This is an optimization exercise on Yosys and OpenROAD, whose aim is small area and a short achievable clock period, not a production implementation. At most, simulation tests tie the RTL to the original design; equivalence was not proved. Function not checked in runs 6 and 7: the RTL went through the layout flow alone. No run shown here takes its clock network from TritonCTS; it comes from the design's own scripts or RTL. No driver is modelled on the clock port, so clock power and skew are understated where the tree is cut down; a real chip needs a root buffer or a tree. Power and IR drop assume default switching activity.

File: config.mk
export PLATFORM = sky130hd
export DESIGN_NAME = apb_top
export DESIGN_NICKNAME = apb_top
export VERILOG_FILES = /design/flow/design.v
export SDC_FILE = /design/flow/constraint.sdc
export NUM_CORES = 8
export LEC_CHECK = 0
export CAP_MARGIN = 40
export CORE_MARGIN = 2
export CORE_UTILIZATION = 60
export PLACE_DENSITY = 0.7
export SETUP_SLACK_MARGIN = 4.6
export SLEW_MARGIN = 75
export SYNTH_HIERARCHICAL = 1
File: constraint.sdc
create_clock -name core_clock -period 7.0 [get_ports {PCLK}]
set_input_delay 1.4000 -clock core_clock [delete_from_list [all_inputs] [get_ports {PCLK}]]
set_output_delay 1.4000 -clock core_clock [all_outputs]
set_load 0.01 [all_outputs]
File: design.v
module apb_master (
  input PCLK,
  input PRESETn,
  input transfer,
  input read_write,
  input  [7:0] write_addr,
  input  [7:0] write_data,
  input  [7:0] read_addr,
  output [15:0] ins_h_n,     
  output [3:0]  ins_l_n,     
  output [7:0] wdata,        
  output [31:0] lo_n,        
  output reg [7:0] hi,       
  input  [7:0] rdata,
  output reg [7:0] read_data_out
);
  reg st1, st2, st3;         
  reg wr1, wr2, wr3;         
  reg wm;                    
  reg wm4;                   
  reg [15:0] ins_h;          
  reg [3:0]  ins_l;          
  reg rd1, rd2;              
  reg [2:0] cnt;             
  reg [7:0] addr;
  reg vis;                   
  reg [7:0] wbyte;
  reg wpol;                  
  reg [7:0] rhold;           
  reg rpol;                  
  reg [7:0] rshadow;
  wire idle  = ~(st1 | st2 | st3);
  wire start = idle & transfer;
  wire [7:0] addr_d  = idle ? (read_write ? write_addr : read_addr) : addr;
  always @(posedge PCLK or negedge PRESETn) begin
    if (!PRESETn) begin
      st1 <= 1'b0; st2 <= 1'b0; st3 <= 1'b0;
      wr1 <= 1'b0; wr2 <= 1'b0; wr3 <= 1'b0;
      wm  <= 1'b0;
      rd1 <= 1'b0; rd2 <= 1'b0;
    end else begin
      st1 <= start;
      st2 <= st1;
      st3 <= st2;
      wr1 <= start & read_write;
      wr2 <= wr1;
      wr3 <= wr2;
      wm  <= ((start & read_write) | wr1 | wr2) & (addr_d[1:0] == ~cnt[1:0]);
      rd1 <= start & ~read_write;
      rd2 <= rd1;
    end
  end
  wire wnow = wm | wm4;
  assign ins_h_n = ~({16{wnow}} & ins_h);
  assign ins_l_n = ins_l;
  genvar c;
  wire [7:0]  raddr_d = idle ? read_addr : addr;
  wire [15:0] lo_dec_n;
  wire        vis_d;
  apb_rdec u_rdec (.a(raddr_d[4:0]), .cnt(cnt[1:0]), .lo_n(lo_dec_n), .vis(vis_d));
  wire [2:0] x_now  = {1'b0, addr[1:0]} + cnt + 3'd7;
  wire [2:0] x_next = {1'b0, addr_d[1:0]} + cnt;
  assign wdata = wbyte ^ {8{wpol}};
  wire [7:0] rbyte = rhold ^ {8{rpol}};
  generate
    for (c = 0; c < 2; c = c + 1) begin : g_lo
      apb_lo_reg u_lo (.PCLK(PCLK), .d(lo_dec_n), .q_n(lo_n[16*c +: 16]));
    end
  endgenerate
  wire take1 = rd1 & vis;    
  wire take2 = rd2 & vis;    
  always @(posedge PCLK) begin
    cnt   <= cnt + 3'd1;
    wm4   <= wr3 & (addr[1:0] == ~cnt[1:0]);
    wpol  <= x_next[2];
    ins_h <= 16'h1 << addr_d[7:4];
    ins_l <= ~(4'h1 << addr_d[3:2]);
    addr  <= addr_d;
    if (idle)
      wbyte <= write_data;
    hi    <= 8'h1 << raddr_d[7:5];
    vis   <= vis_d;
    if (take1 | take2) begin
      rhold <= rdata;
      rpol  <= x_now[2];
    end
    rshadow <= rbyte;
    read_data_out <= rd2 ? rshadow : rbyte;
  end
endmodule
module apb_lo_reg (
  input PCLK,
  input [15:0] d,
  output reg [15:0] q_n
);
  always @(posedge PCLK)
    q_n <= d;
endmodule
module apb_rdec (
  input  [4:0]  a,
  input  [1:0]  cnt,
  output [15:0] lo_n,
  output        vis
);
  wire p1 = a[1] ^ cnt[1] ^ (a[0] & cnt[0]);
  assign vis  = ~(a[0] ^ cnt[0]);
  assign lo_n = ~(16'h1 << {a[4:2], p1});
endmodule
module apb_slave (
  input PCLK,
  input [15:0] ins_h_n,
  input [3:0]  ins_l_n,
  input [7:0]  wdata,
  input [31:0] lo_n,         
  input [7:0]  hi,
  output [7:0] rdata
);
  reg [2047:0] mem;
  genvar h, b, k, i;
  generate
    for (k = 0; k < 64; k = k + 1) begin : g_ring
      wire [7:0] d0;
      wire ins;
      rd_nor2 u_ins (.a(ins_h_n[k/4]), .b(ins_l_n[k%4]), .y(ins));
      for (b = 0; b < 8; b = b + 1) begin : g_in
        rd_mux2i u_in (.a0(mem[(4*k+3)*8+b]), .a1(wdata[b]), .s(ins), .y(d0[b]));
      end
      always @(posedge PCLK) begin
        mem[(4*k+0)*8 +: 8] <= d0;
        mem[(4*k+1)*8 +: 8] <= mem[(4*k+0)*8 +: 8];
        mem[(4*k+2)*8 +: 8] <= mem[(4*k+1)*8 +: 8];
        mem[(4*k+3)*8 +: 8] <= mem[(4*k+2)*8 +: 8];
      end
    end
    for (b = 0; b < 8; b = b + 1) begin : g_b
      wire [7:0] z;
      for (h = 0; h < 8; h = h + 1) begin : g_grp
        wire [7:0] t;
        wire [3:0] u;
        for (i = 0; i < 8; i = i + 1) begin : g_t
          rd_oai22 u_t (.a1(mem[(4*(8*h+i)+0)*8+b]), .a2(lo_n[16*(h/4)+2*i]),
                        .b1(mem[(4*(8*h+i)+2)*8+b]), .b2(lo_n[16*(h/4)+2*i+1]), .y(t[i]));
        end
        for (i = 0; i < 4; i = i + 1) begin : g_u
          rd_nor2 u_u (.a(t[2*i]), .b(t[2*i+1]), .y(u[i]));
        end
        rd_nand4 u_z (.a(u[0]), .b(u[1]), .c(u[2]), .d(u[3]), .y(z[h]));
      end
      wire [3:0] v;
      for (i = 0; i < 4; i = i + 1) begin : g_v
        rd_aoi22 u_v (.a1(z[2*i]), .a2(hi[2*i]), .b1(z[2*i+1]), .b2(hi[2*i+1]), .y(v[i]));
      end
      rd_and4 u_r (.a(v[0]), .b(v[1]), .c(v[2]), .d(v[3]), .y(rdata[b]));
    end
  endgenerate
endmodule
module rd_mux2i (input a0, input a1, input s, output y);
  assign y = ~(s ? a1 : a0);
endmodule
module rd_nor2 (input a, input b, output y);
  assign y = ~(a | b);
endmodule
module rd_nand4 (input a, input b, input c, input d, output y);
  assign y = ~(a & b & c & d);
endmodule
module rd_and4 (input a, input b, input c, input d, output y);
  assign y = a & b & c & d;
endmodule
module rd_oai22 (input a1, input a2, input b1, input b2, output y);
  assign y = ~((a1 | a2) & (b1 | b2));
endmodule
module rd_aoi22 (input a1, input a2, input b1, input b2, output y);
  assign y = ~((a1 & a2) | (b1 & b2));
endmodule
module apb_top (
 input PCLK,
 input PRESETn,
 input transfer,
 input read_write,
 input  [7:0] write_addr,
 input  [7:0] write_data,
 input  [7:0] read_addr,
 output [7:0] read_data_out
);
 wire [15:0] ins_h_n;
 wire [3:0]  ins_l_n;
 wire [7:0]  wdata;
 wire [31:0] lo_n;
 wire [7:0]  hi;
 wire [7:0]  rdata;
    apb_master master (
     .PCLK(PCLK), .PRESETn(PRESETn), .transfer(transfer), .read_write(read_write),
     .write_addr(write_addr), .write_data(write_data), .read_addr(read_addr),
     .ins_h_n(ins_h_n), .ins_l_n(ins_l_n), .wdata(wdata), .lo_n(lo_n), .hi(hi),
     .rdata(rdata), .read_data_out(read_data_out)
    );
    apb_slave slave (
     .PCLK(PCLK), .ins_h_n(ins_h_n), .ins_l_n(ins_l_n), .wdata(wdata), .lo_n(lo_n), .hi(hi), .rdata(rdata)
    );
endmodule
File: flow/run.sh
#!/bin/bash
# The standard layout (standard.sh) with hooks into its steps:
#   flow/downsize.tcl (PRE_FLOORPLAN_TCL) sets logic cells to their
#     smallest size; the floorplan's repair_timing and the later repair
#     steps size up what timing needs.
#   flow/clock_tree.tcl (PRE_CTS_TCL) builds a two-level clock tree in place
#     of TritonCTS.
#   The port buffers are buf_2 cells (BUFFER_PORTS_ARGS).
# The make output goes to standard.log here; ORFS keeps each step's own log
# under orfs/logs/.
set -euo pipefail
export PRE_FLOORPLAN_TCL="$PWD/flow/downsize.tcl"
export PRE_CTS_TCL="$PWD/flow/clock_tree.tcl"
export BUFFER_PORTS_ARGS="-buffer_cell sky130_fd_sc_hd__buf_2"
bash standard.sh > standard.log 2>&1
File: flow/clock_tree.tcl
# Builds a two-level clock tree in place of TritonCTS: the clock port drives
# four root buffers, each root drives a quarter of the leaf buffers, and each
# leaf buffer drives one cluster of about CLK_LEAF_SIZE flip-flops.
# Sourced as PRE_CTS_TCL; it then turns clock_tree_synthesis into a no-op so
# the rest of the standard CTS step (legalisation, repair) runs unchanged.

set ::ctree_leaf_cell [expr {[info exists ::env(CLK_LEAF_CELL)] ? $::env(CLK_LEAF_CELL) : "sky130_fd_sc_hd__clkbuf_16"}]
set ::ctree_root_cell [expr {[info exists ::env(CLK_ROOT_CELL)] ? $::env(CLK_ROOT_CELL) : "sky130_fd_sc_hd__buf_16"}]
set ::ctree_leaf_size [expr {[info exists ::env(CLK_LEAF_SIZE)] ? $::env(CLK_LEAF_SIZE) : 30}]

# split items (lists whose element idx is a coordinate) into parts of equal
# count along that coordinate
proc ctree_split {items idx parts} {
  set sorted [lsort -integer -index $idx $items]
  set n [llength $sorted]
  set out {}
  for {set p 0} {$p < $parts} {incr p} {
    lappend out [lrange $sorted [expr {$p * $n / $parts}] [expr {($p + 1) * $n / $parts - 1}]]
  }
  return $out
}

proc ctree_build {} {
  global ctree_leaf_cell ctree_root_cell ctree_leaf_size
  set block [ord::get_db_block]
  set clk_port_net [$block findNet PCLK]
  set db [ord::get_db]
  set rmaster [$db findMaster $ctree_root_cell]
  set lmaster [$db findMaster $ctree_leaf_cell]
  set sinks {}
  foreach it [$clk_port_net getITerms] {
    set inst [$it getInst]
    set bb [$inst getBBox]
    set x [expr {([$bb xMin] + [$bb xMax]) / 2}]
    set y [expr {([$bb yMin] + [$bb yMax]) / 2}]
    lappend sinks [list [$inst getName] [[$it getMTerm] getName] $x $y]
  }
  set n [llength $sinks]
  set nleaf [expr {max(4, int(round(double($n) / $ctree_leaf_size)))}]
  # a grid of cols x rows clusters, close to square, each of equal count
  set cols [expr {max(2, int(round(sqrt($nleaf))))}]
  set rows [expr {max(2, int(round(double($nleaf) / $cols)))}]
  puts "ctree: $n sinks, $cols x $rows leaf clusters"
  set clusters {}
  foreach col [ctree_split $sinks 2 $cols] {
    foreach cl [ctree_split $col 3 $rows] {
      set sx 0; set sy 0
      foreach s $cl { incr sx [lindex $s 2]; incr sy [lindex $s 3] }
      set k [llength $cl]
      lappend clusters [list $cl [expr {$sx / $k}] [expr {$sy / $k}]]
    }
  }

  # four groups of leaves of equal count: halves by x, then halves by y
  set leaf_idx 0
  set q 0
  foreach half [ctree_split $clusters 1 2] {
    foreach group [ctree_split $half 2 2] {
      set rname "ctree_root_$q"
      set rinst [odb::dbInst_create $block $rmaster $rname]
      set rn [odb::dbNet_create $block "ctree_rnet_$q"]
      $rn setSigType CLOCK
      [$rinst findITerm [ctree_out $rmaster]] connect $rn
      [$rinst findITerm A] connect $clk_port_net
      incr q
      set gx 0; set gy 0
      foreach cluster $group {
        lassign $cluster members lx ly
        set lname "ctree_leaf_$leaf_idx"
        set linst [odb::dbInst_create $block $lmaster $lname]
        set ln [odb::dbNet_create $block "ctree_lnet_$leaf_idx"]
        incr leaf_idx
        $ln setSigType CLOCK
        [$linst findITerm [ctree_out $lmaster]] connect $ln
        [$linst findITerm A] connect $rn
        foreach s $members {
          lassign $s iname pname
          set it [[$block findInst $iname] findITerm $pname]
          $it disconnect
          $it connect $ln
        }
        ctree_place $lname $lx $ly
        incr gx $lx; incr gy $ly
      }
      set k [llength $group]
      ctree_place $rname [expr {$gx / $k}] [expr {$gy / $k}]
    }
  }
  puts "ctree: $leaf_idx leaf buffers, 4 root buffers"
}

# name of a buffer's or inverter's output pin
proc ctree_out {master} {
  foreach mt [$master getMTerms] {
    if {[$mt getIoType] eq "OUTPUT" && [$mt getSigType] eq "SIGNAL"} { return [$mt getName] }
  }
  error "ctree: no output pin on [$master getName]"
}

proc ctree_place {name x y} {
  set block [ord::get_db_block]
  set inst [$block findInst $name]
  set m [$inst getMaster]
  set x [expr {$x - [$m getWidth] / 2}]
  set y [expr {$y - [$m getHeight] / 2}]
  $inst setLocation $x $y
  $inst setPlacementStatus PLACED
}

ctree_build
set_propagated_clock [all_clocks]
rename ::clock_tree_synthesis ctree_unused_cts
proc ::clock_tree_synthesis {args} { puts "ctree: clock tree already built" }
File: flow/downsize.tcl
# Sourced as PRE_FLOORPLAN_TCL. Synthesis maps some cells at a larger drive
# than their loads need; this sets every logic cell (not buffers, clock
# cells, taps or ties) to the smallest size of its family, and leaves the
# later repair steps to size up the cells that timing needs.
proc ds_run {} {
  set db [ord::get_db]
  set block [ord::get_db_block]
  array set best {}
  array set best_area {}
  array set best_drive {}
  foreach lib [$db getLibs] {
    foreach m [$lib getMasters] {
      set n [$m getName]
      if {![regexp {^(sky130_fd_sc_hd__[a-z0-9]+)_([0-9]+)$} $n -> base drive]} { continue }
      set a [expr {[$m getWidth] * [$m getHeight]}]
      if {![info exists best($base)] || $a < $best_area($base)
          || ($a == $best_area($base) && $drive > $best_drive($base))} {
        set best($base) $n
        set best_area($base) $a
        set best_drive($base) $drive
      }
    }
  }
  set skip {^sky130_fd_sc_hd__(buf|bufbuf|bufinv|clkbuf|clkdlybuf4s[0-9]+|clkinv|clkinvlp|dlygate4sd[0-9]+|dlymetal6s[0-9]+s|dlyb|tapvpwrvgnd|tap|fill|decap|diode|conb)$}
  set count 0
  foreach inst [$block getInsts] {
    set n [[$inst getMaster] getName]
    if {![regexp {^(sky130_fd_sc_hd__[a-z0-9]+)_([0-9]+)$} $n -> base drive]} { continue }
    if {[regexp $skip $base]} { continue }
    if {![info exists best($base)] || $best($base) eq $n} { continue }
    replace_cell [$inst getName] $best($base)
    incr count
  }
  puts "downsize: $count cells set to their smallest size"
}
ds_run
File: standard.sh
#!/bin/bash
# synth_recipe.tcl (not shown) runs the flow's synth.tcl, then flattens the netlist and writes it again
# the make line also repeats each setting of config.mk as NAME=value (left out here)
make -C /OpenROAD-flow-scripts/flow DESIGN_CONFIG=/design/flow/config.mk WORK_HOME=/design/flow/orfs CLKGATE_MAP_FILE= SYNTH_SCRIPT=/design/flow/synth_recipe.tcl "${@:-finish}"
==> results of run 1 <==
per-module statistics from Yosys (local to each module, per instance), excerpt:
module      cells  area (um2)  copies in the design  flops+latches
rd_and4         1       8.758                     8              0
rd_nand4        1       6.256                    64              0
rd_aoi22        1       12.51                    32              0
apb_master    242        3005                     1             84
apb_rdec       30       201.4                     1              0
rd_nor2         1       3.754                   320              0
layout by cell type (no fill, tap or decap), types with 17 or more instances in the layout:
master and n:
buf_8 44, nor2_4 58, dfxtp_1 2114, buf_2 56, edfxtp_1 17, o22ai_1 509
nor2_1 266, buf_4 61, nand4_1 66, clkbuf_16 72, mux2i_1 517
metrics by stage:
step	cells	total power (uW)	hold slack, ps	utilization
final	5252	22540	321.4	0.6737
after floorplan	3800	15220	309.6	-
after CTS	5240	22470	321.7	0.6718
after global placement	5056	16830	309.6	0.6281
after detailed placement	5164	17390	312.1	0.6508
after global routing	5249	23190	335.4	0.6736
cell families after synthesis:
family / Yosys count / share of synthesized area
flip-flops: 2164 / 0.7880
AO/OA/AOI/OAI: 570 / 0.06858
multiplexers: 537 / 0.09795
AND/OR/NAND/NOR: 479 / 0.03803
XOR/XNOR: 22 / 0.004054
buffers and inverters: 21 / 0.001766
adder cells (fa/ha/maj): 7 / 0.001585
metal layers:
| layer | track usage | share of wire |
|---|---|---|
| met1 | 0.4033 | 0.49 |
| met2 | 0.4054 | 0.43 |
| met5 | 0 | 0.00024 |
| met3 | 0.03198 | 0.057 |
| met4 | 0.05563 | 0.024 |
layout make-up:
class	count	area (um2)
fillers	6382	29770
repair buffers	199	2017
diodes	3	7.507
flip-flops and latches	2164	43590
multi-input cells	1615	12420
plain buffers	76	1912
inverters	9	46.29
well taps	1186	1484
worst max-delay path by stage:
stage,from,endpoint,cells after the start
global placement,read_write,master.ins_h[7]$_SDFF_PP0_,5
CTS,master.st3$_DFF_PN0_,master.g_lo[0].u_lo.q_n[4]$_DFF_P_,7
detailed placement,read_write,master.ins_h[4]$_SDFF_PP0_,6
global route,master.st1$_DFF_PN0_,master.g_lo[0].u_lo.q_n[4]$_DFF_P_,6
finish,master.read_data_out[2]$_DFF_P_,read_data_out[2],1
floorplan,master.wpol$_DFF_P_,slave.mem[0]$_DFF_P_,3
report_power, final:
part / leakage [uW] / total, uW / internal [uW] / switching, uW
clock: 0.000938 / 5300 / 1970 / 3330
combinational: 0.00371 / 3640 / 1150 / 2490
sequential: 0.0181 / 13600 / 13100 / 456
total: 0.0228 / 22500 / 16300 / 6280
timing repair:
| item | 4_1_cts | 5_1_grt |
|---|---|---|
| resized for setup | 2 | 2 |
| pin swaps | 1 | 0 |
| hold buffers | 0 | 0 |
| setup endpoints to repair | 12 | 8 |
==> results.ini, run 1 <==
[yosys]
ys_ff_latch = 2164
ys_chip_area_um2 = 55250
ys_async_sr_fraction = 0.004159
ys_top_cells_by_count = dfxtp_1 (2138), mux2i_1 (521), o22ai_1 (512)
synth_enable_flop_cells = 17
synth_top_area_frac = 0.7747
yosysWarnings = 9
synth_seq_area_share = 0.7880
synthMostInstantiatedCell = dfxtp_1
synth_cells = 3800
synth_ff_type = dfxtp_1
synth.largest_area_cell = dfxtp_1
synthTopCellsByArea = dfxtp_1 (77%), mux2i_1 (9.4%), o22ai_1 (5.8%)
yosysUniqueCellTypes = 44

[sta]
worst_slew_pin_slew_ps = 402.4
rsz0062_at_grt = no
timing.slew.headroom = 0.7308
slew_violations = 0
fin_skew_ps = 25.02
fmax_ghz = 0.4285
finalSetupViolCount = 0
hold_viol_final = 0
fin_setup_tns_ps = 0
min_period_ps = 2334
fin_crit_sh = 0.3334
finalWorstSetupSlack_ps = 4666

[final_layout]
drive_above_1_share = 0.1144
top_regs = slave.mem (2048), master.g_lo.u_lo.q_n (32), master.ins_h (16)
largest-register = slave.mem
fin_nets = 4100
final_cell_area_um2 = 61470
largest_reg_flops = 2048

[critical_path]
crit_chain = buf_2
slowest_delay_ps = 320
reg2reg_depth = 6
cp_data_arrival_time_ps = 930
slowest_stage = dfxtp_1
critPathKind = register to output pin
r2r_start = master.st3$_DFF_PN0_
crit_path_start_kind = register
r2r_end = master.g_lo[0].u_lo.q_n[4]$_DFF_P_
crit_family = flip-flops
critPathBufInv = 1
critPathRequiredTime_ps = 5600
cp_max_fo = 1
rrSetupSlack_ps = 4670
end_kind = output pin

[placement]
port_buffers = 35
post-place-ws_ps = 4075
gp_congestion = 0.8078
place_area_um2 = 59380
dp.final_hpwl_mm = 83.07

[run]
maxCapViolCount = 0

[floorplan]
die_width_um = 306.9
rows = 111
die-area_um2 = 94190
num_io_pins = 36
coreArea_um2 = 91250
die_h_um = 306.9
start_util = 0.6033

[routing]
first_pass_iters = 5
antenna_left = 0
drc = 0
vias_per_cell = 5.662
routed_wl_mm = 127.8
wire_per_inst_um = 24.34
drt-initial-drc-count = 2330
num_vias = 29740

[worst_hold_path]
whs_path_depth = 0
min_to = slave.mem[149]$_DFF_P_
hold_path_startpoint = slave.mem[141]$_DFF_P_
hold_class = register to register

[power_and_ir_drop]
leakagePower_uw = 0.02276
power_density_nw_per_um2 = 366.6
irDropWorstVdd_v = 0.0002844

[global_route]
grt_max_degree = 39
grt_usage = 0.2639
antenna_found_initial = 9
grt_pass1_vias = 28860
grt_overflow = 0
grt_first_pass_wirelength_mm = 186.7

[cts]
clkTransAtPathRegs_ps = 110
postCtsSetupRepairBufs = 0
clk_latency_ps = 510

[status]
status = finished clean

==> run 2, diff against run 1 <==
--- a/config.mk
+++ b/config.mk
@@ -11,4 +11,4 @@
 export PLACE_DENSITY = 0.7
-export SETUP_SLACK_MARGIN = 4.6
-export SLEW_MARGIN = 75
+export SETUP_SLACK_MARGIN = 4.7
+export SLEW_MARGIN = 70
 export SYNTH_HIERARCHICAL = 1
==> results.ini, run 2 <==
[yosys]
synth_seq_area_share = 0.7880
synth.largest_area_cell = dfxtp_1
synth_ff_type = dfxtp_1
synth_cells = 3800
ys_chip_area_um2 = 55250
ys_ff_latch = 2164
synthTopCellsByArea = dfxtp_1 (77%), mux2i_1 (9.4%), o22ai_1 (5.8%)
ys_top_cells_by_count = dfxtp_1 (2138), mux2i_1 (521), o22ai_1 (512)
yosysUniqueCellTypes = 44
synth_top_area_frac = 0.7747
synthMostInstantiatedCell = dfxtp_1
synth_enable_flop_cells = 17
ys_async_sr_fraction = 0.004159
yosysWarnings = 9

[critical_path]
crit_family = flip-flops
cp_data_arrival_time_ps = 940
critPathKind = register to output pin
rrSetupSlack_ps = 4750
critPathRequiredTime_ps = 5600
crit_path_start_kind = register
critPathBufInv = 1
r2r_end = master.rhold[3]$_DFFE_PP_
r2r_start = master.g_lo[0].u_lo.q_n[12]$_DFF_P_
slowest_delay_ps = 320
reg2reg_depth = 7
end_kind = output pin
crit_chain = buf_2
slowest_stage = dfxtp_1
cp_max_fo = 1

[routing]
vias_per_cell = 5.674
first_pass_iters = 8
wire_per_inst_um = 23.78
antenna_left = 0
num_vias = 29470
routed_wl_mm = 123.5
drc = 0
drt-initial-drc-count = 2342

[cts]
clk_latency_ps = 500
hold_buffers = 0
clkTransAtPathRegs_ps = 110

[sta]
whs_ps = 330.4
fin_skew_ps = 14.37
fmax_ghz = 0.4280
fin_setup_tns_ps = 0
fin_crit_sh = 0.3338
timing.slew.headroom = 0.6947
hold_viol_final = 0
min_period_ps = 2336
worst_slew_pin_slew_ps = 449.1
rsz0062_at_grt = yes
finalSetupViolCount = 0
slew_violations = 0

[final_layout]
fin_nets = 4042
top_regs = slave.mem (2048), master.g_lo.u_lo.q_n (32), master.ins_h (16)
drive_above_1_share = 0.09613
largest-register = slave.mem
regArea_um2 = 43600
final_common_cell = dfxtp_1
final_cell_mix = dfxtp_1 (2116), mux2i_1 (517), o22ai_1 (512)
largest_reg_flops = 2048
fillCellCount = 6464
final_core_util = 0.6705
multiInputGateArea_um2 = 12310

[power_and_ir_drop]
p_clk_frac = 0.235
seq_power_share = 0.605
p_switching_uw = 6214
leakagePower_uw = 0.02253
pwr-share-comb = 0.160
power_uw = 22510
power_density_nw_per_um2 = 367.9
switching_share = 0.2761
p_int_uw = 16290
irDropWorstVdd_v = 0.0003117

[worst_hold_path]
whs_path_depth = 0
hold_class = register to register
min_to = slave.mem[690]$_DFF_P_
hold_path_startpoint = slave.mem[682]$_DFF_P_

[floorplan]
start_util = 0.6033
die-area_um2 = 94190
rows = 111
die_width_um = 306.9
coreArea_um2 = 91250
die_h_um = 306.9
num_io_pins = 36

[placement]
dp.final_hpwl_mm = 78.75
gp_congestion = 0.8707
port_buffers = 35

[global_route]
grt_pass1_vias = 28900
grt_overflow = 0
grt_usage = 0.2560
grt_max_degree = 47
antenna_found_initial = 1
grt_first_pass_wirelength_mm = 184.0

[status]
status = finished clean

[run]
maxCapViolCount = 0

==> run 2: cell count changes in the layout (fill, tap and decap cells not counted), sizes merged <==
| cell | change |
|---|---|
| buf | -53 |
| inv | +1 |
| clkdlybuf4s15 | +4 |
| clkbuf | -10 |
| diode | -1 |
==> run 2: cell type report <==
cell class	count	share of cell area
diodes	2	0.00008180
plain buffers	76	0.03125
repair buffers	140	0.02959
repair inverters	1	0.0001432
inverters	9	0.0007976
multi-input cells	1615	0.2012
well taps	1186	0.02426
flip-flops and latches	2164	0.7127
==> run 2: logic make-up (layout without fill, tap and decap cells) <==
logic type / count (synthesis) / count (layout) / synth area share
AO/OA/AOI/OAI: 570 / 570 / 0.06858
AND/OR/NAND/NOR: 479 / 479 / 0.03803
adder cells (fa/ha/maj): 7 / 7 / 0.001585
XOR/XNOR: 22 / 22 / 0.004054
flip-flops: 2164 / 2164 / 0.7880
other: 0 / 2 / 0
buffers and inverters: 21 / 226 / 0.001766
multiplexers: 537 / 537 / 0.09795
==> run 2: worst max path at each step <==
stage | slack, ps | start | cells after the start | endpoint
finish | 4660 | master.read_data_out[6]$_DFF_P_ | 1 | read_data_out[6]
global route | 4620 | master.read_data_out[4]$_DFF_P_ | 1 | read_data_out[4]
CTS | 4630 | master.read_data_out[2]$_DFF_P_ | 1 | read_data_out[2]
detailed placement | 4180 | read_write | 5 | master.ins_h[4]$_SDFF_PP0_
global placement | 4120 | master.wpol$_DFF_P_ | 3 | slave.mem[1862]$_DFF_P_
floorplan | 4370 | master.wpol$_DFF_P_ | 3 | slave.mem[0]$_DFF_P_
==> run 2: power by group through the flow <==
stage,Sequential (uW),Clock (uW),Combinational [uW]
3_3_place_gp,14000,0,2780
6_report,13600,5280,3610
5_1_grt,13700,5760,3740
2_1_floorplan,13900,0,1340
3_5_place_dp,13900,0,3460
4_1_cts,13600,5330,3490
==> run 2: repair_timing <==
action | 4_1_cts | 5_1_grt
buffers inserted | 3 | 0
endpoints found under the setup margin | 55 | 14
pin swaps | 1 | 0
cloned | 0 | 1
gates resized for setup | 4 | 19
==> run 2: layer usage <==
layer	global-route usage	share of wire
met1	0.4074	0.50
met2	0.3811	0.42
met3	0.02757	0.056
met4	0.04594	0.021
met5	0	0
==> run 2: modules after synthesis (local to each module, per instance), excerpt <==
module / times used / flip-flops and latches / cell area, um2 / cells inside
rd_aoi22: 32 / 0 / 12.51 / 1
rd_mux2i: 512 / 0 / 10.01 / 1
rd_nand4: 64 / 0 / 6.256 / 1
rd_and4: 8 / 0 / 8.758 / 1
apb_slave: 1 / 2048 / 41000 / 2048
apb_rdec: 1 / 0 / 201.4 / 30
apb_lo_reg: 2 / 16 / 320.3 / 16
rd_nor2: 320 / 0 / 3.754 / 1
rd_oai22: 512 / 0 / 6.256 / 1
apb_master: 1 / 84 / 3005 / 242
==> run 2: stage by stage <==
step | cells | area [um2] | setup WS (ps)
after CTS | 5184 | 61030 | 4627
after detailed placement | 5105 | 59080 | 4182
final | 5193 | 61180 | 4664
after floorplan | 3800 | 55300 | 4372
after global placement | 5049 | 57290 | 4121
after global routing | 5191 | 61170 | 4616
==> run 3, diff against run 2 <==
--- a/config.mk
+++ b/config.mk
@@ -7,3 +7,3 @@
 export LEC_CHECK = 0
-export CAP_MARGIN = 40
+export CAP_MARGIN = 60
 export CORE_MARGIN = 2
@@ -11,3 +11,3 @@
 export PLACE_DENSITY = 0.7
-export SETUP_SLACK_MARGIN = 4.7
+export SETUP_SLACK_MARGIN = 4.6
 export SLEW_MARGIN = 70
==> results.ini, run 3 <==
[floorplan]
die_width_um = 306.9
die-area_um2 = 94190
start_util = 0.6033
die_h_um = 306.9
num_io_pins = 36
coreArea_um2 = 91250
rows = 111

[routing]
num_vias = 29510
drc = 0
routed_wl_mm = 128.1
drt-initial-drc-count = 2356
wire_per_inst_um = 24.69
first_pass_iters = 4
antenna_left = 0
vias_per_cell = 5.687

[final_layout]
drive_above_1_share = 0.09464
fin_nets = 4031
top_regs = slave.mem (2048), master.g_lo.u_lo.q_n (32), master.ins_h (16)
largest_reg_flops = 2048
final_cell_mix = dfxtp_1 (2116), mux2i_1 (517), o22ai_1 (511)
largest-register = slave.mem
fillCellCount = 6505
final_common_cell = dfxtp_1

[yosys]
synth_enable_flop_cells = 17
synthTopCellsByArea = dfxtp_1 (77%), mux2i_1 (9.4%), o22ai_1 (5.8%)
yosysWarnings = 9
ys_ff_latch = 2164
synth_seq_area_share = 0.7880
yosysUniqueCellTypes = 44
synth_top_area_frac = 0.7747
ys_top_cells_by_count = dfxtp_1 (2138), mux2i_1 (521), o22ai_1 (512)
synthMostInstantiatedCell = dfxtp_1
ys_async_sr_fraction = 0.004159
synth.largest_area_cell = dfxtp_1
synth_cells = 3800
synth_ff_type = dfxtp_1
ys_chip_area_um2 = 55250

[global_route]
grt_max_degree = 43
antenna_found_initial = 6
grt_usage = 0.2652
grt_first_pass_wirelength_mm = 187.4
grt_pass1_vias = 28770
grt_overflow = 0

[sta]
fin_skew_ps = 31.15
min_period_ps = 2325
hold_viol_final = 0
slew_violations = 0
rsz0062_at_grt = no
finalSetupViolCount = 0
fmax_ghz = 0.4302
fin_setup_tns_ps = 0
worst_slew_pin_slew_ps = 507.9
fin_crit_sh = 0.3321
timing.slew.headroom = 0.6614

[cts]
clkTransAtPathRegs_ps = 110
hold_buffers = 0
clk_latency_ps = 510

[critical_path]
slowest_stage = dfxtp_1
end_kind = output pin
slowest_delay_ps = 320
crit_family = flip-flops
critPathRequiredTime_ps = 5600
cp_data_arrival_time_ps = 920
cp_max_fo = 1
crit_chain = buf_2
crit_path_start_kind = register
critPathKind = register to output pin
critPathBufInv = 1

[power_and_ir_drop]
p_int_uw = 16210
leakagePower_uw = 0.02232
seq_power_share = 0.608
p_clk_frac = 0.236
power_uw = 22450
p_switching_uw = 6246
irDropWorstVdd_v = 0.0002549
switching_share = 0.2782
power_density_nw_per_um2 = 369.4
pwr-share-comb = 0.157

[placement]
port_buffers = 35
dp.final_hpwl_mm = 81.07
gp_congestion = 0.8078

[worst_hold_path]
hold_class = register to register

[run]
maxCapViolCount = 0

[status]
status = finished clean

## run 3: cell counts after synthesis
No cell type changed its count.
## run 3: what timing repair did
item                       4_1_cts  5_1_grt
gates resized for setup          3        1
setup endpoints to repair       34       18
buffers inserted                 0        6
pin swaps                        0        1
## run 3: per-module statistics from Yosys (local to each module, per instance), excerpt
| module | times used | flops+latches | cell area, um2 |
|---|---|---|---|
| rd_nand4 | 64 | 0 | 6.256 |
| apb_rdec | 1 | 0 | 201.4 |
| rd_mux2i | 512 | 0 | 10.01 |
| rd_oai22 | 512 | 0 | 6.256 |
| rd_nor2 | 320 | 0 | 3.754 |
| rd_aoi22 | 32 | 0 | 12.51 |
| apb_lo_reg | 2 | 16 | 320.3 |
| apb_slave | 1 | 2048 | 41000 |
| apb_master | 1 | 84 | 3005 |
| rd_and4 | 8 | 0 | 8.758 |
## run 3: path summary, 6_finish.rpt
| kind | depth (start not counted) | start | slack (ps) | end |
|---|---|---|---|---|
| min reg2reg | 0 | slave.mem[141]$_DFF_P_ | 320 | slave.mem[149]$_DFF_P_ |
| min | 0 | slave.mem[141]$_DFF_P_ | 320 | slave.mem[149]$_DFF_P_ |
| max reg2reg | 6 | master.g_lo[1].u_lo.q_n[8]$_DFF_P_ | 4710 | master.rhold[3]$_DFFE_PP_ |
| max in group asynchronous | 1 | PRESETn | 6020 | master.rd2$_DFF_PN0_ |
| min in group asynchronous | 1 | PRESETn | 750 | master.rd1$_DFF_PN0_ |
| max | 1 | master.read_data_out[2]$_DFF_P_ | 4680 | read_data_out[2] |
## run 3: stage by stage
step | std cells | hold WS [ps] | cell area, um2 | utilization | setup slack [ps]
after floorplan | 3800 | 309.6 | 55210 | - | 3780
after CTS | 5171 | 320.1 | 60600 | 0.6642 | 4647
after global routing | 5181 | 334.5 | 60760 | 0.6659 | 4624
final | 5188 | 321.4 | 60780 | 0.6661 | 4675
after detailed placement | 5095 | 312.1 | 58680 | 0.6431 | 4125
after global placement | 5056 | 309.6 | 57320 | 0.6281 | 4117
## run 3: logic make-up after synthesis
group                    count (synthesis)  synth area share
AO/OA/AOI/OAI                          570           0.06858
XOR/XNOR                                22          0.004054
adder cells (fa/ha/maj)                  7          0.001585
buffers and inverters                   21          0.001766
flip-flops                            2164            0.7880
multiplexers                           537           0.09795
AND/OR/NAND/NOR                        479           0.03803
## run 3: final cells by class
class                           instances  area [um2]  area share
Sequential cell                      2164       43580      0.7170
Multi-Input combinational cell       1615       12320      0.2026
Buffer                                 76        1912     0.03145
Tap cell                             1186        1484     0.02441
Timing Repair Buffer                  130        1423     0.02341
Inverter                                9       46.29   0.0007617
Antenna cell                            8       20.02   0.0003294
## run 3: per-layer routing
| layer | vias up | track usage | part of all wire |
|---|---|---|---|
| met1 | 14760 | 0.4099 | 0.49 |
| met3 | 160 | 0.03260 | 0.057 |
| met2 | 766 | 0.3973 | 0.43 |
| met4 | 4 | 0.06601 | 0.027 |
| li1 | 13810 | - | - |
| met5 | - | 0 | 0.00020 |
## run 3: power groups by stage
stage	Sequential [uW]	Combinational [uW]	Clock (uW)
after CTS	13600	3410	5330
after floorplan	13900	1330	0
final	13600	3520	5290
after detailed placement	13900	3400	0
after global routing	13700	3660	5740
after global placement	13900	2890	0
==> run 4, diff against run 3 <==
--- a/config.mk
+++ b/config.mk
@@ -7,3 +7,3 @@
 export LEC_CHECK = 0
-export CAP_MARGIN = 60
+export CAP_MARGIN = 40
 export CORE_MARGIN = 2
==> results.ini, run 4 <==
[status]
status = finished clean

[final_layout]
final_common_cell = dfxtp_1
fin_nets = 4037
fillCellCount = 6490
largest_reg_flops = 2048
multiInputGateArea_um2 = 12290
drive_above_1_share = 0.09600
top_regs = slave.mem (2048), master.g_lo.u_lo.q_n (32), master.ins_h (16)
regArea_um2 = 43580
largest-register = slave.mem
final_cell_area_um2 = 60790
final_cell_mix = dfxtp_1 (2116), mux2i_1 (517), o22ai_1 (512)

[power_and_ir_drop]
irDropWorstVdd_v = 0.0002628
power_uw = 22430
leakagePower_uw = 0.02235
power_density_nw_per_um2 = 369.0

[critical_path]
r2r_end = master.rhold[0]$_DFFE_PP_
cp_data_arrival_time_ps = 930
endpoint = read_data_out[5]
critPathRequiredTime_ps = 5600
critPathLaunch = master.read_data_out[5]$_DFF_P_
slowest_stage = dfxtp_1
cp_max_fo = 1
crit_family = flip-flops
crit_chain = buf_2
critPathBufInv = 1
slowest_delay_ps = 320
worst-path-stages = 1
rrSetupSlack_ps = 4740
end_kind = output pin
reg2reg_depth = 7
crit_path_start_kind = register
r2r_start = master.g_lo[1].u_lo.q_n[3]$_DFF_P_
critPathKind = register to output pin

[routing]
routed_wl_mm = 127.5
drt-initial-drc-count = 2353
drc = 0
wire_per_inst_um = 24.57
antenna_left = 0
first_pass_iters = 5
num_vias = 29680
vias_per_cell = 5.720

[global_route]
grt_pass1_vias = 28650
grt_usage = 0.2639
grt_overflow = 0
antenna_found_initial = 4
grt_max_degree = 43
grt_first_pass_wirelength_mm = 187.3

[yosys]
yosysWarnings = 9
ys_ff_latch = 2164
synth-simple-area-share = 0.03803
synth_top_family_by_area = multiplexers
synthTopCellsByArea = dfxtp_1 (77%), mux2i_1 (9.4%), o22ai_1 (5.8%)
synth.largest_area_cell = dfxtp_1
yosysUniqueCellTypes = 44
ys_top_cells_by_count = dfxtp_1 (2138), mux2i_1 (521), o22ai_1 (512)
synth_cells = 3800
synth_enable_flop_cells = 17
ys_chip_area_um2 = 55250
synth_top_area_frac = 0.7747
synth_ff_type = dfxtp_1
synthMostInstantiatedCell = dfxtp_1
ys_async_sr_fraction = 0.004159
synthMuxAreaShare = 0.09795
synthAdderAreaFrac = 0.001585
synth_xor_area_frac = 0.004054
synth_seq_area_share = 0.7880
synth-compound-area-share = 0.06858

[cts]
clk_latency_ps = 500
hold_buffers = 0
clkTransAtPathRegs_ps = 110

[sta]
worst_slew_pin_slew_ps = 442.8
slew_violations = 0
finalSetupViolCount = 0
hold_viol_final = 0
timing.slew.headroom = 0.6989
fin_setup_tns_ps = 0
min_period_ps = 2333
fin_crit_sh = 0.3333
fin_skew_ps = 22.23
fmax_ghz = 0.4286
rsz0062_at_grt = no

[worst_hold_path]
whs_path_depth = 0
hold_class = register to register

[floorplan]
die_h_um = 306.9
die-area_um2 = 94190
die_width_um = 306.9
num_io_pins = 36
rows = 111
coreArea_um2 = 91250
start_util = 0.6033

[placement]
gp_congestion = 0.8078
place_area_um2 = 58680
dp.final_hpwl_mm = 81.08
port_buffers = 35

[run]
maxCapViolCount = 0

-- run 4: power breakdown --
group / total, uW / internal (uW) / switching (uW)
registers: 13600 / 13100 / 496
logic: 3510 / 1100 / 2410
clock network: 5280 / 1970 / 3310
total: 22400 / 16200 / 6220
-- run 4: worst min path at each step --
stage	startpoint	slack [ps]	endpoint
after global routing	slave.mem[109]$_DFF_P_	330	slave.mem[117]$_DFF_P_
final	slave.mem[238]$_DFF_P_	330	slave.mem[246]$_DFF_P_
after CTS	slave.mem[238]$_DFF_P_	330	slave.mem[246]$_DFF_P_
after floorplan	slave.mem[1000]$_DFF_P_	310	slave.mem[1008]$_DFF_P_
after detailed placement	slave.mem[1037]$_DFF_P_	310	slave.mem[1045]$_DFF_P_
after global placement	slave.mem[942]$_DFF_P_	310	slave.mem[950]$_DFF_P_
-- run 4: metrics by stage --
step	hold WS [ps]	utilization	cells	setup WS (ps)
6_report	325.6	0.6662	5189	4667
5_1_grt	334.9	0.6661	5187	4634
4_1_cts	329.7	0.6642	5171	4618
3_5_place_dp	312.1	0.6431	5095	4113
2_1_floorplan	309.6	-	3800	3780
3_3_place_gp	309.6	0.6281	5056	4117
-- run 4: what timing repair did --
action	CTS	global route
endpoints found under the setup margin	39	18
resized for setup	3	1
pin swaps	0	1
setup buffers	0	7
-- run 4: layer usage --
layer,wire length (um),part of all wire,global-route usage,up-vias
li1,-,-,-,13850
met3,6388,0.050,0.01992,126
met5,0,0,0,-
met1,62970,0.49,0.4148,14960
met2,55580,0.44,0.4064,745
met4,2561,0.020,0.04514,0
-- run 4: layout make-up --
class / count / share of cell area
Tap cell: 1186 / 0.02441
Timing Repair Buffer: 136 / 0.02421
Multi-Input combinational cell: 1615 / 0.2021
Sequential cell: 2164 / 0.7169
Inverter: 9 / 0.0007616
Antenna cell: 3 / 0.0001235
Buffer: 76 / 0.03145
-- run 4: kinds of logic after synthesis --
kind of cell,after synthesis
buffers and inverters,21
and+or+nand+nor,479
DFF,2164
muxes,537
xor gates and xnor gates,22
adders and majority gates,7
AOI/OAI and AO/OA,570
-- run 4: Yosys stat by module, one instance, submodules excluded, a selection --
module / cells / area (um2)
rd_aoi22: 1 / 12.51
rd_mux2i: 1 / 10.01
apb_master: 242 / 3005
rd_nand4: 1 / 6.256
rd_and4: 1 / 8.758
rd_nor2: 1 / 3.754
apb_rdec: 30 / 201.4
rd_oai22: 1 / 6.256
apb_slave: 2048 / 41000
apb_lo_reg: 16 / 320.3
==> run 5, diff against run 4 <==
--- a/flow/run.sh
+++ b/flow/run.sh
@@ -14,2 +14,3 @@
 export BUFFER_PORTS_ARGS="-buffer_cell sky130_fd_sc_hd__buf_2"
+export REMOVE_ABC_BUFFERS=1
 bash standard.sh > standard.log 2>&1
==> results.ini, run 5 <==
[global_route]
grt_usage = 0.2560
grt_max_degree = 43
grt_pass1_vias = 28690
grt_overflow = 0
antenna_found_initial = 6
grt_first_pass_wirelength_mm = 183.1

[critical_path]
r2r_start = master.st3$_DFF_PN0_
reg2reg_depth = 7
crit_path_start_kind = primary input
cp_max_fo = 7
end_kind = register
r2r_end = master.g_lo[0].u_lo.q_n[4]$_DFF_P_
endpoint = master.g_lo[0].u_lo.q_n[4]$_DFF_P_
critPathRequiredTime_ps = 7380
cp_data_arrival_time_ps = 2720
critPathLaunch = read_addr[0]
critPathKind = primary input to register
rrSetupSlack_ps = 4670

[placement]
dp.final_hpwl_mm = 76.47
gp_congestion = 0.8225
port_buffers = 35
place_area_um2 = 58540

[yosys]
ys_top_cells_by_count = dfxtp_1 (2138), mux2i_1 (521), o22ai_1 (512)
synth-simple-area-share = 0.03803
ys_chip_area_um2 = 55250
synthMostInstantiatedCell = dfxtp_1
synth_top_area_frac = 0.7747
yosysWarnings = 9
synth.largest_area_cell = dfxtp_1
synth-compound-area-share = 0.06858
ys_ff_latch = 2164
synth_seq_area_share = 0.7880
synthTopCellsByArea = dfxtp_1 (77%), mux2i_1 (9.4%), o22ai_1 (5.8%)
synth_top_family_by_area = multiplexers
synth_xor_area_frac = 0.004054
yosysUniqueCellTypes = 44
synthMuxAreaShare = 0.09795
synth_enable_flop_cells = 17
synthAdderAreaFrac = 0.001585
synth_cells = 3800
ys_async_sr_fraction = 0.004159
synth_ff_type = dfxtp_1

[final_layout]
final_common_cell = dfxtp_1
final_cell_mix = dfxtp_1 (2115), mux2i_1 (517), o22ai_1 (512)
regArea_um2 = 43590
fin_nets = 4036
largest-register = slave.mem
final_cell_area_um2 = 60680
drive_above_1_share = 0.09027
largest_reg_flops = 2048
top_regs = slave.mem (2048), master.g_lo.u_lo.q_n (32), master.ins_h (16)
fillCellCount = 6426
multiInputGateArea_um2 = 12150

[cts]
hold_buffers = 0
clkTransAtPathRegs_ps = 110
clk_latency_ps = 500

[routing]
vias_per_cell = 5.664
num_vias = 29380
first_pass_iters = 5
wire_per_inst_um = 23.90
antenna_left = 0
drt-initial-drc-count = 2426
drc = 0
routed_wl_mm = 124.0

[sta]
min_period_ps = 2343
slew_violations = 0
finalSetupViolCount = 0
worst_slew_pin_slew_ps = 480.3
fmax_ghz = 0.4268
fin_crit_sh = 0.3347
timing.slew.headroom = 0.6735
fin_setup_tns_ps = 0
hold_viol_final = 0
fin_skew_ps = 24.76
rsz0062_at_grt = no

[worst_hold_path]
hold_class = register to register

[floorplan]
start_util = 0.6033
die_h_um = 306.9
die-area_um2 = 94190
num_io_pins = 36
die_width_um = 306.9
coreArea_um2 = 91250
rows = 111

[power_and_ir_drop]
power_density_nw_per_um2 = 367.9
irDropWorstVdd_v = 0.0002388
leakagePower_uw = 0.02231

[run]
maxCapViolCount = 0

[status]
status = finished clean

-- run 5: final cells by class --
cell class / count / area share
Sequential cell: 2164 / 0.7183
Multi-Input combinational cell: 1615 / 0.2002
Buffer: 76 / 0.03151
Timing Repair Buffer: 135 / 0.02468
Tap cell: 1186 / 0.02446
Inverter: 9 / 0.0007629
Antenna cell: 2 / 0.00008248
-- run 5: cell families (layout without fill, tap and decap cells) --
kind of cell,Yosys count,count (layout)
AOI/OAI and AO/OA,570,570
other,0,2
xor gates and xnor gates,22,22
DFF,2164,2164
muxes,537,537
adders and majority gates,7,7
and+or+nand+nor,479,479
buffers and inverters,21,220
-- run 5: worst max-delay path, stage by stage --
cell,delay [ps]
buf_2,150
nand2_1,70
nand2_1,60
ha_2,200
xor3_2,450
or3_1,380
-- run 5: how the worst min path moves through the flow --
stage          slack, ps                 endpoint  depth (start not counted)               startpoint
4_1_cts              330   slave.mem[245]$_DFF_P_                          0   slave.mem[237]$_DFF_P_
2_1_floorplan        310  slave.mem[1008]$_DFF_P_                          0  slave.mem[1000]$_DFF_P_
3_5_place_dp         310  slave.mem[1522]$_DFF_P_                          0  slave.mem[1514]$_DFF_P_
3_3_place_gp         310  slave.mem[1296]$_DFF_P_                          0  slave.mem[1288]$_DFF_P_
6_report             320   slave.mem[245]$_DFF_P_                          0   slave.mem[237]$_DFF_P_
5_1_grt              330   slave.mem[372]$_DFF_P_                          0   slave.mem[364]$_DFF_P_
-- run 5: stage by stage --
step / setup WS (ps) / utilization / std cells / power, uW / hold slack (ps)
2_1_floorplan: 3906 / - / 3788 / 15150 / 309.6
3_3_place_gp: 3838 / 0.6268 / 5058 / 16720 / 309.6
3_5_place_dp: 4099 / 0.6416 / 5094 / 17170 / 312.1
4_1_cts: 4618 / 0.6629 / 5173 / 22240 / 326.7
5_1_grt: 4612 / 0.6650 / 5186 / 22980 / 333.6
6_report: 4657 / 0.6650 / 5187 / 22320 / 321.8
-- run 5: routing by layer --
layer / vias to the layer above / wire length, um / global-route usage / part of all wire
li1: 13840 / - / - / -
met1: 14550 / 61150 / 0.4008 / 0.49
met2: 825 / 51920 / 0.3780 / 0.42
met3: 165 / 7506 / 0.03239 / 0.061
met4: 0 / 3382 / 0.06099 / 0.027
met5: - / 0 / 0 / 0
-- run 5: timing repair --
item,4_1_cts,5_1_grt
setup endpoints to repair,12,18
setup buffers,3,6
resized for setup,3,8
pin swaps,1,3
-- run 5: Yosys stat by module, one instance, submodules excluded, excerpt --
module | times used | cells | cell area, um2
rd_oai22 | 512 | 1 | 6.256
apb_lo_reg | 2 | 16 | 320.3
apb_slave | 1 | 2048 | 41000
rd_nor2 | 320 | 1 | 3.754
rd_nand4 | 64 | 1 | 6.256
apb_rdec | 1 | 30 | 201.4
rd_mux2i | 512 | 1 | 10.01
rd_aoi22 | 32 | 1 | 12.51
rd_and4 | 8 | 1 | 8.758
-- run 5: power breakdown --
part / internal, uW / switching, uW / total (uW)
Clock: 1970 / 3300 / 5270
Sequential: 13100 / 450 / 13600
Combinational: 1080 / 2380 / 3460
Total: 16200 / 6130 / 22300
==> run 6, diff against run 5 <==
--- a/design.v
+++ b/design.v
@@ -122,6 +122,7 @@
       wire [7:0] d0;
-      wire ins;
+      wire ins, hold;
       rd_nor2 u_ins (.a(ins_h_n[k/4]), .b(ins_l_n[k%4]), .y(ins));
+      rd_or2 u_hold (.a(ins_h_n[k/4]), .b(ins_l_n[k%4]), .y(hold));
       for (b = 0; b < 8; b = b + 1) begin : g_in
-        rd_mux2i u_in (.a0(mem[(4*k+3)*8+b]), .a1(wdata[b]), .s(ins), .y(d0[b]));
+        rd_aoi22 u_in (.a1(ins), .a2(wdata[b]), .b1(hold), .b2(mem[(4*k+3)*8+b]), .y(d0[b]));
       end
@@ -156,4 +157,4 @@
 endmodule
-module rd_mux2i (input a0, input a1, input s, output y);
-  assign y = ~(s ? a1 : a0);
+module rd_or2 (input a, input b, output y);
+  assign y = a | b;
 endmodule
--- a/flow/run.sh
+++ b/flow/run.sh
@@ -14,3 +14,2 @@
 export BUFFER_PORTS_ARGS="-buffer_cell sky130_fd_sc_hd__buf_2"
-export REMOVE_ABC_BUFFERS=1
 bash standard.sh > standard.log 2>&1
==> results.ini, run 6 <==
[global_route]
grt_overflow = 0
grt_usage = 0.2675
grt_first_pass_wirelength_mm = 191.3
antenna_found_initial = 6
grt_pass1_vias = 30040
grt_max_degree = 39

[floorplan]
die-area_um2 = 92710
die_h_um = 304.5
rows = 110
die_width_um = 304.5
num_io_pins = 36
start_util = 0.6037
coreArea_um2 = 89740

[critical_path]
crit_chain = buf_6
crit_path_start_kind = register
slowest_stage = dfxtp_4
crit_family = flip-flops
cp_max_fo = 1
critPathKind = register to output pin
end_kind = output pin
slowest_delay_ps = 400
critPathBufInv = 1
cp_data_arrival_time_ps = 1010
critPathRequiredTime_ps = 5600

[final_layout]
largest_reg_flops = 2048
drive_above_1_share = 0.1002
final_cell_area_um2 = 59280
fin_nets = 4067
largest-register = slave.mem
antenna_cells = 0
final_cell_mix = dfxtp_1 (2118), a22oi_1 (538), o22ai_1 (512)
final_common_cell = dfxtp_1
top_regs = slave.mem (2048), master.g_lo.u_lo.q_n (32), master.ins_h (16)

[sta]
fin_skew_ps = 33.02
timing.slew.headroom = 0.6792
slew_violations = 0
fmax_ghz = 0.4150
worst_slew_pin_slew_ps = 479.4
hold_viol_final = 0
fin_crit_sh = 0.3442
finalSetupViolCount = 0
rsz0062_at_grt = yes
fin_setup_tns_ps = 0
min_period_ps = 2409

[placement]
place_area_um2 = 57150
dp.final_hpwl_mm = 81.66
gp_congestion = 0.9227
port_buffers = 35

[routing]
vias_per_cell = 6.036
routed_wl_mm = 128.7
drc = 0
num_vias = 31420
antenna_left = 0
first_pass_iters = 6
drt-initial-drc-count = 3027
wire_per_inst_um = 24.72

[status]
status = finished clean

[cts]
clkTransAtPathRegs_ps = 110
clk_latency_ps = 510
hold_buffers = 0

[yosys]
yosysWarnings = 9
synth_cells = 3864

[worst_hold_path]
hold_class = register to register

[power_and_ir_drop]
irDropWorstVdd_v = 0.0003070
leakagePower_uw = 0.02216
power_density_nw_per_um2 = 384.0

[run]
maxCapViolCount = 0

[run 6: layout make-up]
class                      count  area, um2
fill                        6541      30460
tap                         1176       1471
inverter                       9      46.29
multi-input combinational   1679      11090
buffer                        76       1912
sequential                  2164      43590
timing repair buffer         102       1167
[run 6: through the flow]
stage | setup slack [ps] | power (uW) | utilization | hold WS, ps | std cells
4_1_cts | 4576 | 22650 | 0.6587 | 329.5 | 5198
5_1_grt | 4566 | 23460 | 0.6606 | 340.0 | 5206
3_3_place_gp | 4129 | 17230 | 0.6285 | 309.6 | 5108
3_5_place_dp | 4049 | 17550 | 0.6369 | 312.1 | 5122
2_1_floorplan | 4258 | 15620 | - | 309.6 | 3864
6_report | 4591 | 22760 | 0.6606 | 319.4 | 5206
[run 6: path summary, 6_finish.rpt]
check | startpoint | to | slack (ps) | cells past startpoint
worst max-delay path | master.read_data_out[7]$_DFF_P_ | read_data_out[7] | 4590 | 1
worst min-delay path | slave.mem[1966]$_DFF_P_ | slave.mem[1974]$_DFF_P_ | 320 | 0
worst max register to register | master.g_lo[1].u_lo.q_n[5]$_DFF_P_ | master.rhold[7]$_DFFE_PP_ | 4670 | 6
worst min register to register | slave.mem[1966]$_DFF_P_ | slave.mem[1974]$_DFF_P_ | 320 | 0
max in group asynchronous | PRESETn | master.rd2$_DFF_PN0_ | 6060 | 1
min in group asynchronous | PRESETn | master.wr3$_DFF_PN0_ | 730 | 1
[run 6: power breakdown]
group	switching (uW)	internal (uW)	leakage [uW]
combinational	2350	1070	0.00310
sequential	629	13400	0.0181
clock	3320	1970	0.000938
[run 6: layer usage]
layer  share of wire  GRT usage
met1            0.49     0.4398
met2            0.42     0.3846
met3           0.065    0.02176
met4           0.025    0.05676
met5         0.00011          0
[run 6: what timing repair did]
action                     4_1_cts  5_1_grt
hold endpoints to repair         0        0
gates resized for setup         16        1
pin swaps                        0        1
setup buffers                    0        6
setup endpoints to repair       39       17
==> run 7, diff against run 6 <==
--- a/design.v
+++ b/design.v
@@ -8,4 +8,4 @@
   input  [7:0] read_addr,
-  output [15:0] ins_h_n,     
-  output [3:0]  ins_l_n,     
+  output [7:0] ins_h_n,      
+  output [7:0] ins_l_n,      
   output [7:0] wdata,        
@@ -20,4 +20,3 @@
   reg wm4;                   
-  reg [15:0] ins_h;          
-  reg [3:0]  ins_l;          
+  reg [7:0] mid_n;           
   reg rd1, rd2;              
@@ -53,4 +52,4 @@
   wire wnow = wm | wm4;
-  assign ins_h_n = ~({16{wnow}} & ins_h);
-  assign ins_l_n = ins_l;
+  assign ins_h_n = ~({8{wnow}} & hi);
+  assign ins_l_n = mid_n;
   genvar c;
@@ -75,4 +74,3 @@
     wpol  <= x_next[2];
-    ins_h <= 16'h1 << addr_d[7:4];
-    ins_l <= ~(4'h1 << addr_d[3:2]);
+    mid_n <= ~(8'h1 << addr_d[4:2]);
     addr  <= addr_d;
@@ -80,3 +78,3 @@
       wbyte <= write_data;
-    hi    <= 8'h1 << raddr_d[7:5];
+    hi    <= 8'h1 << addr_d[7:5];
     vis   <= vis_d;
@@ -110,4 +108,4 @@
   input PCLK,
-  input [15:0] ins_h_n,
-  input [3:0]  ins_l_n,
+  input [7:0]  ins_h_n,
+  input [7:0]  ins_l_n,
   input [7:0]  wdata,
@@ -122,7 +120,6 @@
       wire [7:0] d0;
-      wire ins, hold;
-      rd_nor2 u_ins (.a(ins_h_n[k/4]), .b(ins_l_n[k%4]), .y(ins));
-      rd_or2 u_hold (.a(ins_h_n[k/4]), .b(ins_l_n[k%4]), .y(hold));
+      wire ins;
+      rd_nor2 u_ins (.a(ins_h_n[k/8]), .b(ins_l_n[k%8]), .y(ins));
       for (b = 0; b < 8; b = b + 1) begin : g_in
-        rd_aoi22 u_in (.a1(ins), .a2(wdata[b]), .b1(hold), .b2(mem[(4*k+3)*8+b]), .y(d0[b]));
+        rd_mux2i u_in (.a0(mem[(4*k+3)*8+b]), .a1(wdata[b]), .s(ins), .y(d0[b]));
       end
@@ -157,4 +154,4 @@
 endmodule
-module rd_or2 (input a, input b, output y);
-  assign y = a | b;
+module rd_mux2i (input a0, input a1, input s, output y);
+  assign y = ~(s ? a1 : a0);
 endmodule
@@ -185,4 +182,4 @@
 );
- wire [15:0] ins_h_n;
- wire [3:0]  ins_l_n;
+ wire [7:0]  ins_h_n;
+ wire [7:0]  ins_l_n;
  wire [7:0]  wdata;
==> results.ini, run 7 <==
[sta]
fmax_ghz = 0.4160
slew_violations = 0
min_period_ps = 2404
hold_viol_final = 0
timing.slew.headroom = 0.6272
fin_crit_sh = 0.3434
worst_slew_pin_slew_ps = 559.1
fin_setup_tns_ps = 0
fin_skew_ps = 22.94
finalSetupViolCount = 0
rsz0062_at_grt = no

[placement]
port_buffers = 35
dp.final_hpwl_mm = 78.28
gp_congestion = 0.7954

[routing]
first_pass_iters = 5
num_vias = 29150
m1WireLength_mm = 62.87
met2_length_mm = 52.88
drt-initial-drc-count = 2767
antenna_left = 0
drc = 0
vias_per_cell = 5.697
top_layer = met5
routed-wl-met3_mm = 7.282
wire_per_inst_um = 24.63
routed_wl_mm = 126.0

[yosys]
synthMuxAreaShare = 0.09755
synth_xor_area_frac = 0.004091
synth-compound-area-share = 0.06740
yosysUniqueCellTypes = 41
ys_ff_latch = 2152
ys_async_sr_fraction = 0.004182
synth_enable_flop_cells = 17
yosysWarnings = 9
synthTopCellsByArea = dfxtp_1 (78%), mux2i_1 (9.5%), o22ai_1 (5.9%)
synth_top_family_by_area = multiplexers
synth_seq_area_share = 0.7909
ys_chip_area_um2 = 54740
synthAdderAreaFrac = 0.001600
ys_top_cells_by_count = dfxtp_1 (2126), mux2i_1 (517), o22ai_1 (512)
synth.largest_area_cell = dfxtp_1
synth_ff_type = dfxtp_1
synth_cells = 3746
synth-simple-area-share = 0.03650
synth_top_area_frac = 0.7775
synthMostInstantiatedCell = dfxtp_1

[floorplan]
start_util = 0.6061
coreArea_um2 = 90010
die-area_um2 = 93350
die_h_um = 305.5
rows = 110
die_width_um = 305.5
num_io_pins = 36

[final_layout]
largest_reg_flops = 2048
drive_above_1_share = 0.08788
largest-register = slave.mem
fin_nets = 3974
top_regs = slave.mem (2048), master.g_lo.u_lo.q_n (32)
final_cell_mix = dfxtp_1 (2100), mux2i_1 (517), o22ai_1 (512)
final_common_cell = dfxtp_1

[status]
status = finished clean

[global_route]
grt_usage = 0.2636
grt_pass1_vias = 28700
grt_overflow = 0
grt_max_degree = 37
antenna_found_initial = 8
grt_first_pass_wirelength_mm = 186.9

[critical_path]
critPathRequiredTime_ps = 7380
r2r_end = master.rhold[7]$_DFFE_PP_
reg2reg_depth = 6
rrSetupSlack_ps = 4600
slowest_delay_ps = 540
crit_chain = buf_6, o22ai_1, nor2_1, nand4_1, a22oi_1, and4_1
r2r_start = master.g_lo[1].u_lo.q_n[0]$_DFF_P_
slowest_stage = a22oi_1
end_kind = register
crit_path_start_kind = register
cp_max_fo = 32
critPathKind = register to register
cp_data_arrival_time_ps = 2790

[power_and_ir_drop]
power_uw = 22220
irDropWorstVdd_v = 0.0002272
leakagePower_uw = 0.02211
power_density_nw_per_um2 = 370.1

[cts]
postCtsSetupRepairBufs = 0
clkTransAtPathRegs_ps = 110
clk_latency_ps = 510
hold_buffers = 0

[run]
maxCapViolCount = 0

[worst_hold_path]
whs_path_depth = 0
hold_path_startpoint = slave.mem[303]$_DFF_P_
hold_class = register to register
min_to = slave.mem[311]$_DFF_P_

[run 7: changes by cell type in the layout (fill, tap and decap cells not counted), moves of 6 or more]
cell,delta
buf_2,+10
buf_4,+6
a22oi_1,-510
buf_12,+9
nand2_2,-7
a211oi_2,-8
or2_2,-65
dfxtp_1,-18
nor2_4,+50
nand2_1,-6
mux2i_1,+508
nor2_2,-55
[run 7: cells by family after synthesis]
group,after synthesis
compound gates,555
xor+xnor,22
fa+ha+maj,7
buf+inv,21
flops,2152
mux,531
simple gates,458
[run 7: area by class of cell]
type | instances | area [um2]
fillers | 6453 | 29970
multi-input cells | 1573 | 11890
inverters | 11 | 57.56
plain buffers | 76 | 1912
well taps | 1176 | 1471
diodes | 4 | 10.01
flip-flops and latches | 2152 | 43360
repair buffers | 125 | 1334
[run 7: worst max-delay path by stage]
| stage | startpoint | to | slack, ps |
|---|---|---|---|
| global placement | read_addr[1] | master.g_lo[0].u_lo.q_n[4]$_DFF_P_ | 4300 |
| finish | master.g_lo[1].u_lo.q_n[0]$_DFF_P_ | master.rhold[7]$_DFFE_PP_ | 4600 |
| detailed placement | read_addr[1] | master.g_lo[1].u_lo.q_n[4]$_DFF_P_ | 4300 |
| floorplan | master.wpol$_DFF_P_ | slave.mem[0]$_DFF_P_ | 3780 |
| CTS | master.read_data_out[2]$_DFF_P_ | read_data_out[2] | 4620 |
| global route | master.read_data_out[2]$_DFF_P_ | read_data_out[2] | 4600 |
[run 7: report_power, final]
part	switching, uW	leakage (uW)	internal (uW)	total, uW
sequential	603	0.0180	13100	13700
combinational	2240	0.00315	988	3230
clock	3310	0.000938	1970	5270
total	6150	0.0221	16100	22200
[run 7: stage by stage]
stage               setup slack (ps)  hold WS [ps]  area, um2  std cells  utilization
floorplan                       3780         309.6      54650       3746            -
finish                          4596         327.2      60040       5117       0.6670
global placement                4299         309.6      56740       4995       0.6304
CTS                             4617         329.6      59900       5107       0.6655
detailed placement              4296         312.1      57960       5031       0.6439
global route                    4602         333.0      60030       5115       0.6669
[run 7: modules after synthesis (local to each module, per instance), excerpt]
| module | cells inside | flip-flops and latches |
|---|---|---|
| apb_master | 188 | 72 |
| apb_rdec | 30 | 0 |
| rd_and4 | 1 | 0 |
| rd_aoi22 | 1 | 0 |
| rd_mux2i | 1 | 0 |
| rd_nor2 | 1 | 0 |
[run 7: worst max-delay path, delay by kind of cell, from the launching register on]
family | cells | cell delay, ps
compound gates | 2 | 700
buf+inv | 1 | 370
flops | 1 | 350
simple gates | 3 | 840
[run 7: repair_timing]
| action | in CTS | in global routing |
|---|---|---|
| resized for setup | 3 | 3 |
| gates cloned | 0 | 0 |
| endpoints found under the setup margin | 14 | 4 |
[run 7: metal layers]
| layer | global-route usage | vias up |
|---|---|---|
| met5 | 0 | - |
| met2 | 0.3893 | 770 |
| met3 | 0.02856 | 150 |
| li1 | - | 13640 |
| met4 | 0.05281 | 2 |
| met1 | 0.4200 | 14600 |

-- static timing again, ports no longer ideal --
The results above use ideal ports. As a check the final layouts listed here were re-extracted and re-timed, cells and wires unchanged. Step 1 assumes that a clkbuf_16 drives the clock port and a buf_2 every other input. Step 2 adds t to the input delays and takes it off the output delays; t is the mean of the earliest and latest rising clock arrival at the registers after step 1. Input paths then give back, and output paths get back, about the clock's delay inside the block. Slacks: ideal ports / drivers / drivers and shift; pairs: ideal ports / drivers.
run | t (ns) | setup slack, ns | hold WS [ns] | worst setup path after step 2 | clock arrival spread, ns
run 1 | 0.654 | 4.666 / 4.507 / 4.159 | 0.321 / 0.322 / 0.322 | input to register | 0.030 / 0.030
run 2 | 0.651 | 4.664 / 4.504 / 4.276 | 0.330 / 0.330 / 0.330 | input to register | 0.019 / 0.018
run 3 | 0.655 | 4.675 / 4.516 / 4.265 | 0.321 / 0.322 / 0.322 | input to register | 0.033 / 0.033
run 4 | 0.654 | 4.667 / 4.503 / 4.240 | 0.326 / 0.326 / 0.326 | input to register | 0.025 / 0.024
run 5 | 0.651 | 4.657 / 4.503 / 4.140 | 0.322 / 0.322 / 0.322 | input to register | 0.027 / 0.027
run 6 | 0.665 | 4.591 / 4.421 / 4.147 | 0.319 / 0.319 / 0.319 | input to register | 0.034 / 0.033
run 7 | 0.661 | 4.596 / 4.485 / 4.234 | 0.327 / 0.327 / 0.327 | input to register | 0.026 / 0.027
After both steps every run listed still meets setup and hold. For run 5, which loses most, drivers alone change the setup slack by -0.154 ns; drivers and shift together by -0.517 ns.
